This design comes from an exercise in tuning for small area and a short achievable clock period on the open sky130 flow, not from production work. RTL that was checked went through simulation tests only; none was proved equivalent to the original. Power is estimated from default activity; no workload was simulated.

Design MIPS, start of the top module:
module MIPS(
	input cclk,
	input reset,
	input [31:0] imem_data,
	output [31:0] imem_addr,
	output [31:0] result
    );
	reg  [31:0] pc;
	reg  [31:0] ifid_pc4;           
	reg  [31:0] ifid_inst;          
	reg  [31:0] preA, preB;         
	reg         a_ex, a_mem, a_rf;
	reg         b_ex, b_mem, b_rf, b_imm;
	reg         s_ex, s_mem, s_rf;
	reg         d_R, d_lw, d_sw, d_beq, d_jal, d_jr;    
	reg         k_add, k_sub, k_slt, k_or, k_and;       
	reg         lu_q;               
	reg  [31:0] res_q;              
	reg  [31:0] ex_sdata;           
	reg  [4:0]  ex_dst;             
	reg  [4:0]  ex_rt;              
	reg         ex_rw, ex_m2r, ex_mr, ex_mw, ex_jal;
	reg  [31:0] mem_wd;             
	reg  [4:0]  mem_dst;            
	reg         mem_rw;             
	reg  [31:0] pre31;              
	wire [1023:0] rf_all;           
	wire [1023:0] dm_all;           
	wire [4:0]  rs  = ifid_inst[25:21];
	wire [4:0]  rt  = ifid_inst[20:16];
	wire [4:0]  rd  = ifid_inst[15:11];
	wire [15:0] imm = ifid_inst[15:0];
	wire [31:0] sext = {{16{imm[15]}}, imm};
	wire if_flush = d_beq | d_jal;
	wire hz       = lu_q | if_flush;
	wire [31:0] opA  = ({32{a_ex}} & res_q) | ({32{a_mem}} & mem_wd) | ({32{a_rf}} & preA);
	wire [31:0] opB  = ({32{b_ex}} & res_q) | ({32{b_mem}} & mem_wd) | ({32{b_rf}} & preB) |
	                   ({32{b_imm}} & sext);
	wire [31:0] opS  = ({32{s_ex}} & res_q) | ({32{s_mem}} & mem_wd) | ({32{s_rf}} & preB);
	wire [31:0] sum  = opA + opB;
	wire [32:0] dif  = {1'b0, opA} - {1'b0, opB};
	wire        ltu  = dif[32];
	wire [4:0]  alu5  = ({5{k_add}} & sum[4:0]) |
  ...
Size: ~6900 cells after synthesis, ~2400 flip-flops, roughly 0.098 mm² of cells after synthesis.
export LEC_CHECK = 0
export CAP_MARGIN = 20
export CELL_PAD_IN_SITES_DETAIL_PLACEMENT = 1
export CORE_MARGIN = 2
export CORE_UTILIZATION = 35
export CTS_CLUSTER_DIAMETER = 80
export CTS_CLUSTER_SIZE = 28
export PLACE_DENSITY = 0.45
export SLEW_MARGIN = 20
create_clock -name core_clock -period 12.0 [get_ports {cclk}]
standard.sh (not shown) runs the stock make flow with config.mk's settings and CLKGATE_MAP_FILE= SYNTH_SCRIPT=/design/flow/synth_recipe.tcl, a recipe that flattens the netlist after the stock synthesis.
==> flow/flow/run.sh <==
#!/bin/bash
# Own flow: the standard layout (standard.sh, with its unchanged synthesis),
# with two changes to how the layout is made:
#  - the resizer's setup repair aims at a slack margin below the clock period,
#    so that it works on paths well inside the period instead of stopping at it;
#  - the port buffers are plain buffers (buf_4) rather than the delay cell
#    buffer_ports picks by default.
# Each step's full output is in synth.log / layout.log here and in ORFS's own
# per-step logs under orfs/logs.
set -euo pipefail
MARGIN=8
bash standard.sh synth > synth.log 2>&1
bash standard.sh SETUP_SLACK_MARGIN=$MARGIN "BUFFER_PORTS_ARGS=-buffer_cell sky130_fd_sc_hd__buf_4" finish > layout.log 2>&1
The first run ran to the end with no violations.
==> next run, changes <==
--- a/flow/design.v
+++ b/flow/design.v
@@ -39,23 +39,24 @@
 	wire [31:0] opS  = ({32{s_ex}} & res_q) | ({32{s_mem}} & mem_wd) | ({32{s_rf}} & preB);
 	wire [31:0] sum  = opA + opB;
 	wire [32:0] dif  = {1'b0, opA} - {1'b0, opB};
 	wire        ltu  = dif[32];
 	wire [4:0]  alu5  = ({5{k_add}} & sum[4:0]) |
 	                    ({5{k_sub}} & dif[4:0]) |
 	                    ({5{k_slt}} & {4'd0, ltu}) |
 	                    ({5{k_or }} & (opA[4:0] | opB[4:0])) |
 	                    ({5{k_and}} & (opA[4:0] & opB[4:0]));
-	wire [31:0] res_n = ({32{k_add & ~hz}} & sum) |
-	                    ({32{k_sub & ~hz}} & dif[31:0]) |
-	                    ({32{k_slt & ~hz}} & {31'd0, ltu}) |
-	                    ({32{k_or  & ~hz}} & (opA | opB)) |
-	                    ({32{k_and & ~hz}} & (opA & opB));
+	wire        live  = ~hz & ~reset;
+	wire [31:0] res_n = ({32{k_add & live}} & sum) |
+	                    ({32{k_sub & live}} & dif[31:0]) |
+	                    ({32{k_slt & live}} & {31'd0, ltu}) |
+	                    ({32{k_or  & live}} & (opA | opB)) |
+	                    ({32{k_and & live}} & (opA & opB));
 	wire [31:0] r31    = pre31;
 	wire        same   = (preA == preB);
 	wire [31:0] pc4    = pc + 32'd4;
 	wire [31:0] beq_pc = ifid_pc4 + {sext[29:0], 2'b00};
 	wire [31:0] jal_pc = {2'b00, ifid_pc4[31:28], ifid_inst[23:0], 2'b00};
 	wire [31:0] pc_nx  = d_jal ? jal_pc :
 	                     d_jr  ? r31 :
 	                     (d_beq & same) ? beq_pc : pc4;
 	wire        ex_rw_n  = ~hz & (d_R | d_lw | d_jr);
@@ -194,28 +195,29 @@
 			s_mem  <= fb_mem_n;
 			s_rf   <= ~fb_ex_n & ~fb_mem_n;
 		end
 	end
 	always @(posedge cclk) begin
 		preA     <= preA_n;
 		preB     <= preB_n;
 		ifid_pc4 <= pc4;
 	end
+	always @(posedge cclk) begin
+		res_q <= res_n;
+	end
 	always @(posedge cclk or posedge reset) begin
 		if (reset) begin
-			res_q  <= 32'd0;
 			ex_rw  <= 1'b0;
 			ex_m2r <= 1'b0;
 			ex_mr  <= 1'b0;
 			ex_mw  <= 1'b0;
 			ex_jal <= 1'b0;
 		end else begin
-			res_q  <= res_n;
 			ex_rw  <= ex_rw_n;
 			ex_m2r <= ~hz & (d_lw | d_jr);
 			ex_mr  <= ~hz & d_lw;
 			ex_mw  <= ~hz & d_sw;
 			ex_jal <= d_jal;
 		end
 	end
 	always @(posedge cclk) begin
 		ex_sdata <= d_jal ? ifid_pc4 : opS;
Result:
- The new run passed the timing, design-rule and antenna checks
- hold slack improved by 0.0089 ns
- area after synthesis drops slightly
- die area shrinks slightly
- via count climbs slightly
- global-route usage went up by 0.92 points
- core utilization went up by 0.15 points
- clock skew came out higher by 0.037 ns
- cell count hardly moves
- cell area hardly moves
- non-clock buffer count went up by 21
- sequential power stays flat

* * *

Another version of the RTL of MIPS (not shown whole).
Size: about 6900 cells after synthesis, ~2400 flip-flops, roughly 98 I/O pins, about 0.099 sq mm of cells after synthesis.
clock: 12.0 ns
lec_check: 0
cap_margin: 20
cell_pad_in_sites_detail_placement: 1
core_margin: 2
core_utilization: 40
cts_cluster_diameter: 75
cts_cluster_size: 28
place_density: 0.55
slew_margin: 20
Scripts as last shown in full above: flow/flow/run.sh
Change:
--- a/flow/design.v
+++ b/flow/design.v
@@ -206,26 +206,27 @@
 			s_rf   <= ~fb_ex_n & ~fb_mem_n;
 		end
 	end
 	always @(posedge cclk) begin
 		preA     <= preA_n;
 		preB     <= preB_n;
 		ifid_pc4 <= pc4;
 	end
+	always @(posedge cclk) begin
+		res_q <= res_n;
+	end
 	always @(posedge cclk or posedge reset) begin
 		if (reset) begin
-			res_q  <= 32'd0;
 			ex_rw  <= 1'b0;
 			ex_m2r <= 1'b0;
 			ex_mr  <= 1'b0;
 			ex_mw  <= 1'b0;
 			ex_jal <= 1'b0;
 		end else begin
-			res_q  <= res_n;
 			ex_rw  <= ex_rw_n;
 			ex_m2r <= ~hz & (d_lw | d_jr);
 			ex_mr  <= ~hz & d_lw;
 			ex_mw  <= ~hz & d_sw;
 			ex_jal <= d_jal;
 		end
 	end
 	always @(posedge cclk) begin
@@ -271,10 +272,10 @@
 			wire [31:0] dd = wd_n | ({32{z}} & rf_init(g));
 			always @(posedge cclk) begin
 				if (de) w <= dd;
 			end
 			assign rf_all[32*g +: 32] = w;
 		end
 	endgenerate
 	assign imem_addr = pc;
-	assign result    = res_q;
+	assign result    = res_q & {32{~z}};
 endmodule
Effect: Power is lower by 0.42%; synthesized cell count is higher by 0.75%; cell area is higher by 1.7%; via count is higher by 2.6%; die area is higher by 0.65%; global-route usage is higher by 0.69 points; critical path depth is lower by 9; clock power is lower by about 3%.
No functional check of the RTL was part of the second run of this note.

* * *

Setup of umber:
MIPS, a different RTL version from the one above (not shown whole).
Size: ~7100 cells after synthesis, roughly 2400 flip-flops, ~98 I/O pins, about 0.099 mm² of cells after synthesis.
export LEC_CHECK = 0
export CAP_MARGIN = 20
export CELL_PAD_IN_SITES_DETAIL_PLACEMENT = 1
export CORE_MARGIN = 2
export CORE_UTILIZATION = 40
export CTS_CLUSTER_DIAMETER = 80
export CTS_CLUSTER_SIZE = 30
export PLACE_DENSITY = 0.55
export SLEW_MARGIN = 20
create_clock -name core_clock -period 12.0 [get_ports {cclk}]
Scripts as last shown in full above: flow/flow/run.sh
Inputs modified between umber and onyx:
--- a/flow/design.v
+++ b/flow/design.v
@@ -36,14 +36,19 @@
 	wire [31:0] opA  = ({32{a_ex}} & res_q) | ({32{a_mem}} & mem_wd) | ({32{a_rf}} & preA);
 	wire [31:0] opB  = ({32{b_ex}} & res_q) | ({32{b_mem}} & mem_wd) | ({32{b_rf}} & preB) |
 	                   ({32{b_imm}} & sext);
 	wire [31:0] opS  = ({32{s_ex}} & res_q) | ({32{s_mem}} & mem_wd) | ({32{s_rf}} & preB);
 	wire [31:0] sum  = opA + opB;
 	wire [32:0] dif  = {1'b0, opA} - {1'b0, opB};
 	wire        ltu  = dif[32];
+	wire [4:0]  alu5  = ({5{k_add}} & sum[4:0]) |
+	                    ({5{k_sub}} & dif[4:0]) |
+	                    ({5{k_slt}} & {4'd0, ltu}) |
+	                    ({5{k_or }} & (opA[4:0] | opB[4:0])) |
+	                    ({5{k_and}} & (opA[4:0] & opB[4:0]));
 	wire        live  = ~hz & ~reset;
 	wire [31:0] res_n = ({32{k_add & live}} & sum) |
 	                    ({32{k_sub & live}} & dif[31:0]) |
 	                    ({32{k_slt & live}} & {31'd0, ltu}) |
 	                    ({32{k_or  & live}} & (opA | opB)) |
 	                    ({32{k_and & live}} & (opA & opB));
 	wire [31:0] r31    = pre31;
@@ -52,35 +57,28 @@
 	wire [31:0] beq_pc = ifid_pc4 + {sext[29:0], 2'b00};
 	wire [31:0] jal_pc = {2'b00, ifid_pc4[31:28], ifid_inst[23:0], 2'b00};
 	wire [31:0] pc_nx  = d_jal ? jal_pc :
 	                     d_jr  ? r31 :
 	                     (d_beq & same) ? beq_pc : pc4;
 	wire        ex_rw_n  = ~hz & (d_R | d_lw | d_jr);
 	wire [4:0]  ex_dst_n = (~hz & d_R) ? rd : rt;
-	reg  [7:0]  dlo;                
-	reg  [3:0]  dhi;                
-	function [31:0] dm_read(input [7:0] lo, input [3:0] hi, input [1023:0] w);
-		reg [31:0] r, b;
-		integer i, j;
+	reg  [4:0]  maddr;
+	function [31:0] dm_read(input [4:0] a, input [1023:0] w);
+		reg [31:0] dec, r;
+		integer i;
 		begin
+			dec = 32'd1 << a;
 			r = 32'd0;
-			for (j = 0; j < 4; j = j + 1) begin
-				b = 32'd0;
-				for (i = 0; i < 8; i = i + 1)
-					b = b | ({32{lo[i]}} & w[32*(8*j+i) +: 32]);
-				r = r | ({32{hi[j]}} & b);
-			end
+			for (i = 0; i < 32; i = i + 1)
+				r = r | ({32{dec[i]}} & w[32*i +: 32]);
 			dm_read = r;
 		end
 	endfunction
-	wire [31:0] mrd    = dm_read(dlo, dhi, dm_all);
-	wire        w_jal  = ex_jal & ~reset;
-	wire        w_m2r  = ex_m2r & ~ex_jal & ~reset;
-	wire        w_alu  = ~ex_m2r & ~ex_jal & ~reset;
-	wire [31:0] wd_n   = ({32{w_jal}} & ex_sdata) | ({32{w_m2r}} & mrd) | ({32{w_alu}} & res_q);
+	wire [31:0] mrd    = dm_read(maddr, dm_all);
+	wire [31:0] wd_n   = ex_jal ? ex_sdata : ex_m2r ? mrd : res_q;
 	wire [4:0]  mdst_n = ex_jal ? 5'd31 : ex_dst;
 	wire [31:0] wen    = {32{mem_rw}} & (32'd1 << mdst_n);
 	wire        go     = ~hz;                     
 	wire        keep   = lu_q & ~if_flush;        
 	wire [31:0] inst_n = if_flush ? 32'd0 : lu_q ? ifid_inst : imem_data;
 	wire [4:0]  irs    = imem_data[25:21];
 	wire [4:0]  irt    = imem_data[20:16];
@@ -227,24 +225,23 @@
 			ex_mr  <= ~hz & d_lw;
 			ex_mw  <= ~hz & d_sw;
 			ex_jal <= d_jal;
 		end
 	end
 	always @(posedge cclk) begin
 		ex_sdata <= d_jal ? ifid_pc4 : opS;
-		dlo      <= 8'd1 << sum[2:0];
-		dhi      <= 4'd1 << sum[4:3];
+		maddr    <= alu5;
 		ex_dst   <= ex_dst_n;
 		ex_rt    <= rt;
 	end
 	genvar g;
 	generate
 		for (g = 0; g < 32; g = g + 1) begin : DM
 			reg [31:0] w;
-			wire        de = reset | (ex_mw & dlo[g % 8] & dhi[g / 8]);
+			wire        de = reset | (ex_mw & (maddr == g));
 			wire [31:0] dd = reset ? ((g == 12) ? 32'd30 : 32'd0) : ex_sdata;
 			always @(posedge cclk) begin
 				if (de) w <= dd;
 			end
 			assign dm_all[32*g +: 32] = w;
 		end
 	endgenerate
@@ -262,15 +259,15 @@
 	always @(posedge cclk) begin
 		pre31 <= rf_all[32*31 +: 32];
 	end
 	generate
 		for (g = 0; g < 32; g = g + 1) begin : RF
 			reg [31:0] w;
 			wire        de = reset | wen[g];
-			wire [31:0] dd = wd_n | ({32{reset}} & rf_init(g));
+			wire [31:0] dd = reset ? rf_init(g) : wd_n;
 			always @(posedge cclk) begin
 				if (de) w <= dd;
 			end
 			assign rf_all[32*g +: 32] = w;
 		end
 	endgenerate
 	assign imem_addr = pc;
## What came out
- Maximum frequency (lower): onyx
- onyx ended up with fewer standard cells than umber.
- Wire length reported by the detailed router in onyx is about 7% above umber.
- Share of power burned in combinational logic: onyx vs umber down 1.9 points
- In the reports for onyx and umber, the smaller hold slack belongs to onyx.
- Setup slack of the critical path after layout delta (onyx − umber): unfavourable
- Post-synthesis cell count, onyx and umber: higher on umber
No run of this note included a check of the RTL's function; only the layout flow was run.

* * *

lane 4:
The RTL this note starts from:
==> flow/design.v <==
module MIPS(
	input cclk,
	input reset,
	input [31:0] imem_data,
	output [31:0] imem_addr,
	output [31:0] result
    );
	reg  [31:0] pc;
	reg  [31:0] ifid_pc4;           
	reg  [31:0] ifid_inst;          
	reg  [31:0] preA, preB;         
	reg         a_ex, a_mem, a_rf;
	reg         b_ex, b_mem, b_rf, b_imm;
	reg         s_ex, s_mem, s_rf;
	reg         d_R, d_lw, d_sw, d_beq, d_jal, d_jr;    
	reg         k_add, k_sub, k_slt, k_or, k_and;       
	reg         lu_q;               
	reg  [31:0] res_q;              
	reg  [31:0] ex_sdata;           
	reg  [4:0]  ex_dst;             
	reg  [4:0]  ex_rt;              
	reg         ex_rw, ex_m2r, ex_mr, ex_mw, ex_jal;
	reg  [31:0] mem_wd;             
	reg  [4:0]  mem_dst;            
	reg         mem_rw;             
	reg  [31:0] pre31;              
	wire [1023:0] rf_all;           
	wire [1023:0] dm_all;           
	wire [4:0]  rs  = ifid_inst[25:21];
	wire [4:0]  rt  = ifid_inst[20:16];
	wire [4:0]  rd  = ifid_inst[15:11];
	wire [15:0] imm = ifid_inst[15:0];
	wire [31:0] sext = {{16{imm[15]}}, imm};
	wire if_flush = d_beq | d_jal;
	wire hz       = lu_q | if_flush;
	wire [31:0] opA  = ({32{a_ex}} & res_q) | ({32{a_mem}} & mem_wd) | ({32{a_rf}} & preA);
	wire [31:0] opB  = ({32{b_ex}} & res_q) | ({32{b_mem}} & mem_wd) | ({32{b_rf}} & preB) |
	                   ({32{b_imm}} & sext);
	wire [31:0] opS  = ({32{s_ex}} & res_q) | ({32{s_mem}} & mem_wd) | ({32{s_rf}} & preB);
	wire [31:0] sum  = opA + opB;
	wire [32:0] dif  = {1'b0, opA} - {1'b0, opB};
	wire        ltu  = dif[32];
	wire [4:0]  alu5  = ({5{k_add}} & sum[4:0]) |
	                    ({5{k_sub}} & dif[4:0]) |
	                    ({5{k_slt}} & {4'd0, ltu}) |
	                    ({5{k_or }} & (opA[4:0] | opB[4:0])) |
	                    ({5{k_and}} & (opA[4:0] & opB[4:0]));
	wire        live  = ~hz & ~reset;
	wire [31:0] res_n = ({32{k_add & live}} & sum) |
	                    ({32{k_sub & live}} & dif[31:0]) |
	                    ({32{k_slt & live}} & {31'd0, ltu}) |
	                    ({32{k_or  & live}} & (opA | opB)) |
	                    ({32{k_and & live}} & (opA & opB));
	wire [31:0] r31    = pre31;
	wire        same   = (preA == preB);
	wire [31:0] pc4    = pc + 32'd4;
	wire [31:0] beq_pc = ifid_pc4 + {sext[29:0], 2'b00};
	wire [31:0] jal_pc = {2'b00, ifid_pc4[31:28], ifid_inst[23:0], 2'b00};
	wire [31:0] pc_nx  = d_jal ? jal_pc :
	                     d_jr  ? r31 :
	                     (d_beq & same) ? beq_pc : pc4;
	wire        ex_rw_n  = ~hz & (d_R | d_lw | d_jr);
	wire [4:0]  ex_dst_n = (~hz & d_R) ? rd : rt;
	reg  [4:0]  maddr;
	function [31:0] dm_read(input [4:0] a, input [1023:0] w);
		reg [31:0] dec, r;
		integer i;
		begin
			dec = 32'd1 << a;
			r = 32'd0;
			for (i = 0; i < 32; i = i + 1)
				r = r | ({32{dec[i]}} & w[32*i +: 32]);
			dm_read = r;
		end
	endfunction
	wire [31:0] mrd    = dm_read(maddr, dm_all);
	wire        w_jal  = ex_jal & ~reset;
	wire        w_m2r  = ex_m2r & ~ex_jal & ~reset;
	wire        w_alu  = ~ex_m2r & ~ex_jal & ~reset;
	wire [31:0] wd_n   = ({32{w_jal}} & ex_sdata) | ({32{w_m2r}} & mrd) | ({32{w_alu}} & res_q);
	wire [4:0]  mdst_n = ex_jal ? 5'd31 : ex_dst;
	wire [31:0] wen    = {32{mem_rw}} & (32'd1 << mdst_n);
	wire        go     = ~hz;                     
	wire        keep   = lu_q & ~if_flush;        
	wire [31:0] inst_n = if_flush ? 32'd0 : lu_q ? ifid_inst : imem_data;
	wire [4:0]  irs    = imem_data[25:21];
	wire [4:0]  irt    = imem_data[20:16];
	wire [5:0]  iop    = imem_data[31:26];
	wire [5:0]  ifn    = imem_data[5:0];
	function [31:0] rf_init(input [4:0] a);
		case (a)
			5'd2: rf_init = 32'd8;
			5'd4: rf_init = 32'd9;
			5'd5: rf_init = 32'd8;
			5'd6: rf_init = 32'd7;
			5'd7: rf_init = 32'd6;
			default: rf_init = 32'd0;
		endcase
	endfunction
	function [31:0] rf_read(input [31:0] sel, input [1023:0] w);
		reg [31:0] r;
		integer i;
		begin
			r = 32'd0;
			for (i = 0; i < 32; i = i + 1)
				r = r | ({32{sel[i]}} & w[32*i +: 32]);
			rf_read = r;
		end
	endfunction
	wire [31:0] selA   = ({32{go}} & (32'd1 << irs)) | ({32{keep}} & (32'd1 << rs)) |
	                     {31'd0, if_flush};
	wire [31:0] selB   = ({32{go}} & (32'd1 << irt)) | ({32{keep}} & (32'd1 << rt)) |
	                     {31'd0, if_flush};
	wire [31:0] preA_n = rf_read(selA, rf_all);
	wire [31:0] preB_n = rf_read(selB, rf_all);
	wire        ex_nz    = (ex_dst_n != 5'd0);
	wire        mem_nz   = ex_rw & (mdst_n != 5'd0);
	wire        fa_ex_i  = ex_rw_n & ex_nz & (ex_dst_n == irs);
	wire        fb_ex_i  = ex_rw_n & ex_nz & (ex_dst_n == irt);
	wire        fa_mem_i = mem_nz & (mdst_n == irs);
	wire        fb_mem_i = mem_nz & (mdst_n == irt);
	wire        fa_mem_k = mem_nz & (mdst_n == rs);
	wire        fb_mem_k = mem_nz & (mdst_n == rt);
	wire        fa_ex_n  = go & fa_ex_i;
	wire        fb_ex_n  = go & fb_ex_i;
	wire        fa_mem_n = (go & ~fa_ex_i & fa_mem_i) | (keep & fa_mem_k);
	wire        fb_mem_n = (go & ~fb_ex_i & fb_mem_i) | (keep & fb_mem_k);
	wire        n_R    = go ? (iop == 6'b000000) : keep ? d_R   : 1'b1;
	wire        n_lw   = go ? (iop == 6'b100011) : keep & d_lw;
	wire        n_sw   = go ? (iop == 6'b101011) : keep & d_sw;
	wire        n_beq  = go ? (iop == 6'b000100) : keep & d_beq;
	wire        n_jal  = go ? (iop == 6'b000011) : keep & d_jal;
	wire        n_jr   = go ? (iop == 6'b001100) : keep & d_jr;
	wire [3:0]  nfn    = go ? ifn[3:0] : keep ? imm[3:0] : 4'd0;
	wire        nf_add = (nfn == 4'b0000);
	wire        nf_sub = (nfn == 4'b0010);
	wire        nf_or  = (nfn == 4'b0101);
	wire        nf_slt = (nfn == 4'b1010);
	wire        n_imm  = n_lw | n_sw;
	wire        lu_n   = go & d_lw & ((irs == rt) | (irt == rt));
	always @(posedge cclk or posedge reset) begin
		if (reset) pc <= 32'd0;
		else pc <= pc_nx;
	end
	always @(posedge cclk or posedge reset) begin
		if (reset) ifid_inst[15:11] <= 5'd0;
		else ifid_inst[15:11] <= inst_n[15:11];
	end
	always @(posedge cclk) begin
		ifid_inst[31:16] <= inst_n[31:16];
		ifid_inst[10:0]  <= inst_n[10:0];
	end
	always @(posedge cclk or posedge reset) begin
		if (reset) begin
			d_R    <= 1'b1;
			d_lw   <= 1'b0;
			d_sw   <= 1'b0;
			d_beq  <= 1'b0;
			d_jal  <= 1'b0;
			d_jr   <= 1'b0;
			k_add  <= 1'b1;
			k_sub  <= 1'b0;
			k_slt  <= 1'b0;
			k_or   <= 1'b0;
			k_and  <= 1'b0;
			lu_q   <= 1'b0;
			a_ex   <= 1'b0;
			a_mem  <= 1'b0;
			a_rf   <= 1'b0;
			b_ex   <= 1'b0;
			b_mem  <= 1'b0;
			b_rf   <= 1'b0;
			b_imm  <= 1'b0;
			s_ex   <= 1'b0;
			s_mem  <= 1'b0;
			s_rf   <= 1'b0;
		end else begin
			d_R    <= n_R;
			d_lw   <= n_lw;
			d_sw   <= n_sw;
			d_beq  <= n_beq;
			d_jal  <= n_jal;
			d_jr   <= n_jr;
			k_add  <= ~n_R | nf_add;
			k_sub  <= n_R & nf_sub;
			k_slt  <= n_R & nf_slt;
			k_or   <= n_R & nf_or;
			k_and  <= n_R & ~(nf_add | nf_sub | nf_or | nf_slt);
			lu_q   <= lu_n;
			a_ex   <= fa_ex_n;
			a_mem  <= fa_mem_n;
			a_rf   <= ~fa_ex_n & ~fa_mem_n;
			b_ex   <= ~n_imm & fb_ex_n;
			b_mem  <= ~n_imm & fb_mem_n;
			b_rf   <= ~n_imm & ~fb_ex_n & ~fb_mem_n;
			b_imm  <= n_imm;
			s_ex   <= fb_ex_n;
			s_mem  <= fb_mem_n;
			s_rf   <= ~fb_ex_n & ~fb_mem_n;
		end
	end
	always @(posedge cclk) begin
		preA     <= preA_n;
		preB     <= preB_n;
		ifid_pc4 <= pc4;
	end
	always @(posedge cclk) begin
		res_q <= res_n;
	end
	always @(posedge cclk or posedge reset) begin
		if (reset) begin
			ex_rw  <= 1'b0;
			ex_m2r <= 1'b0;
			ex_mr  <= 1'b0;
			ex_mw  <= 1'b0;
			ex_jal <= 1'b0;
		end else begin
			ex_rw  <= ex_rw_n;
			ex_m2r <= ~hz & (d_lw | d_jr);
			ex_mr  <= ~hz & d_lw;
			ex_mw  <= ~hz & d_sw;
			ex_jal <= d_jal;
		end
	end
	always @(posedge cclk) begin
		ex_sdata <= d_jal ? ifid_pc4 : opS;
		maddr    <= alu5;
		ex_dst   <= ex_dst_n;
		ex_rt    <= rt;
	end
	genvar g;
	generate
		for (g = 0; g < 32; g = g + 1) begin : DM
			reg [31:0] w;
			wire        de = reset | (ex_mw & (maddr == g));
			wire [31:0] dd = reset ? ((g == 12) ? 32'd30 : 32'd0) : ex_sdata;
			always @(posedge cclk) begin
				if (de) w <= dd;
			end
			assign dm_all[32*g +: 32] = w;
		end
	endgenerate
	always @(posedge cclk) begin
		mem_wd  <= wd_n;
		mem_dst <= mdst_n;
	end
	always @(posedge cclk or posedge reset) begin
		if (reset) begin
			mem_rw <= 1'b0;
		end else begin
			mem_rw <= ex_rw;
		end
	end
	always @(posedge cclk) begin
		pre31 <= rf_all[32*31 +: 32];
	end
	generate
		for (g = 0; g < 32; g = g + 1) begin : RF
			reg [31:0] w;
			wire        de = reset | wen[g];
			wire [31:0] dd = wd_n | ({32{reset}} & rf_init(g));
			always @(posedge cclk) begin
				if (de) w <= dd;
			end
			assign rf_all[32*g +: 32] = w;
		end
	endgenerate
	assign imem_addr = pc;
	assign result    = res_q;
endmodule
Settings: LEC_CHECK=0, CAP_MARGIN=20, CELL_PAD_IN_SITES_DETAIL_PLACEMENT=1, CORE_MARGIN=2, CORE_UTILIZATION=40, CTS_CLUSTER_DIAMETER=75, CTS_CLUSTER_SIZE=28, PLACE_DENSITY=0.55, SLEW_MARGIN=20; clock period 12.0 ns.
Scripts as last shown in full above: flow/flow/run.sh
Lane 4 went all the way through synthesis, placement and routing and the layout is clean on timing, DRC and antenna.
--- input diff lane 4..lane 1 ---
--- a/flow/design.v
+++ b/flow/design.v
@@ -74,10 +74,7 @@
 		end
 	endfunction
 	wire [31:0] mrd    = dm_read(maddr, dm_all);
-	wire        w_jal  = ex_jal & ~reset;
-	wire        w_m2r  = ex_m2r & ~ex_jal & ~reset;
-	wire        w_alu  = ~ex_m2r & ~ex_jal & ~reset;
-	wire [31:0] wd_n   = ({32{w_jal}} & ex_sdata) | ({32{w_m2r}} & mrd) | ({32{w_alu}} & res_q);
+	wire [31:0] wd_n   = ex_jal ? ex_sdata : ex_m2r ? mrd : res_q;
 	wire [4:0]  mdst_n = ex_jal ? 5'd31 : ex_dst;
 	wire [31:0] wen    = {32{mem_rw}} & (32'd1 << mdst_n);
 	wire        go     = ~hz;                     
@@ -258,7 +255,7 @@
 		for (g = 0; g < 32; g = g + 1) begin : RF
 			reg [31:0] w;
 			wire        de = reset | wen[g];
-			wire [31:0] dd = wd_n | ({32{reset}} & rf_init(g));
+			wire [31:0] dd = reset ? rf_init(g) : wd_n;
 			always @(posedge cclk) begin
 				if (de) w <= dd;
 			end
Lane 1 vs. lane 4: instance count of the mapped netlist went down 153, synthesized area per cell went up 0.20 µm², count of clock-buffer cells in the layout went up 7, effective utilization at floorplan held. Delta (lane 1 minus lane 4): non-clock inverter total of the final layout went up by about 2.3%; relative contribution of the clock network to total power rose by 1.0 points; overall track demand over capacity in global routing saw an increase. The net load switching power of lane 1 was inferior to that of lane 4.
The RTL of lane 4 was laid out without a check of its function.

port drivers added, routing unchanged:
Ports are ideal in the flow. The routed layouts listed here were re-timed in OpenROAD.
Step 1 (the two cells are an assumption about what drives the block):
set clk [get_ports {cclk}]
set_driving_cell -lib_cell sky130_fd_sc_hd__clkbuf_16 $clk
set_driving_cell -lib_cell sky130_fd_sc_hd__buf_2 [delete_from_list [all_inputs] $clk]
Step 2 moves the port delays by t, midway between the first and last clock arrival at a register: inputs arrive t later, outputs are due t later. That takes back most of the time a late clock gives input paths.
a / b / c = ideal / step 1 / step 2; a / b = the first two.
| run | t, ns | setup WS [ns] | worst setup path at the end |
|---|---|---|---|
| the first run of note 1 | 0.974 | 7.801 / 7.801 / 7.037 | input to register |
| the second run of note 1 | 0.963 | 7.840 / 7.840 / 7.023 | input to register |
| the first run of note 2 | 0.936 | 7.780 / 7.780 / 7.037 | input to register |
| the second run of note 2 | 0.943 | 7.489 / 7.389 / 6.913 | input to register |
| umber | 0.930 | 7.889 / 7.835 / 6.905 | input to register |
| onyx | 0.923 | 7.810 / 7.810 / 7.032 | input to register |
| lane 4 | 0.953 | 7.761 / 7.761 / 6.896 | input to register |
| lane 1 | 0.964 | 7.812 / 7.812 / 7.020 | input to register |
After both steps every run listed still meets setup and hold. The setup slack of umber, which loses most, moves by -0.054 ns with the drivers and by -0.984 ns with both steps.
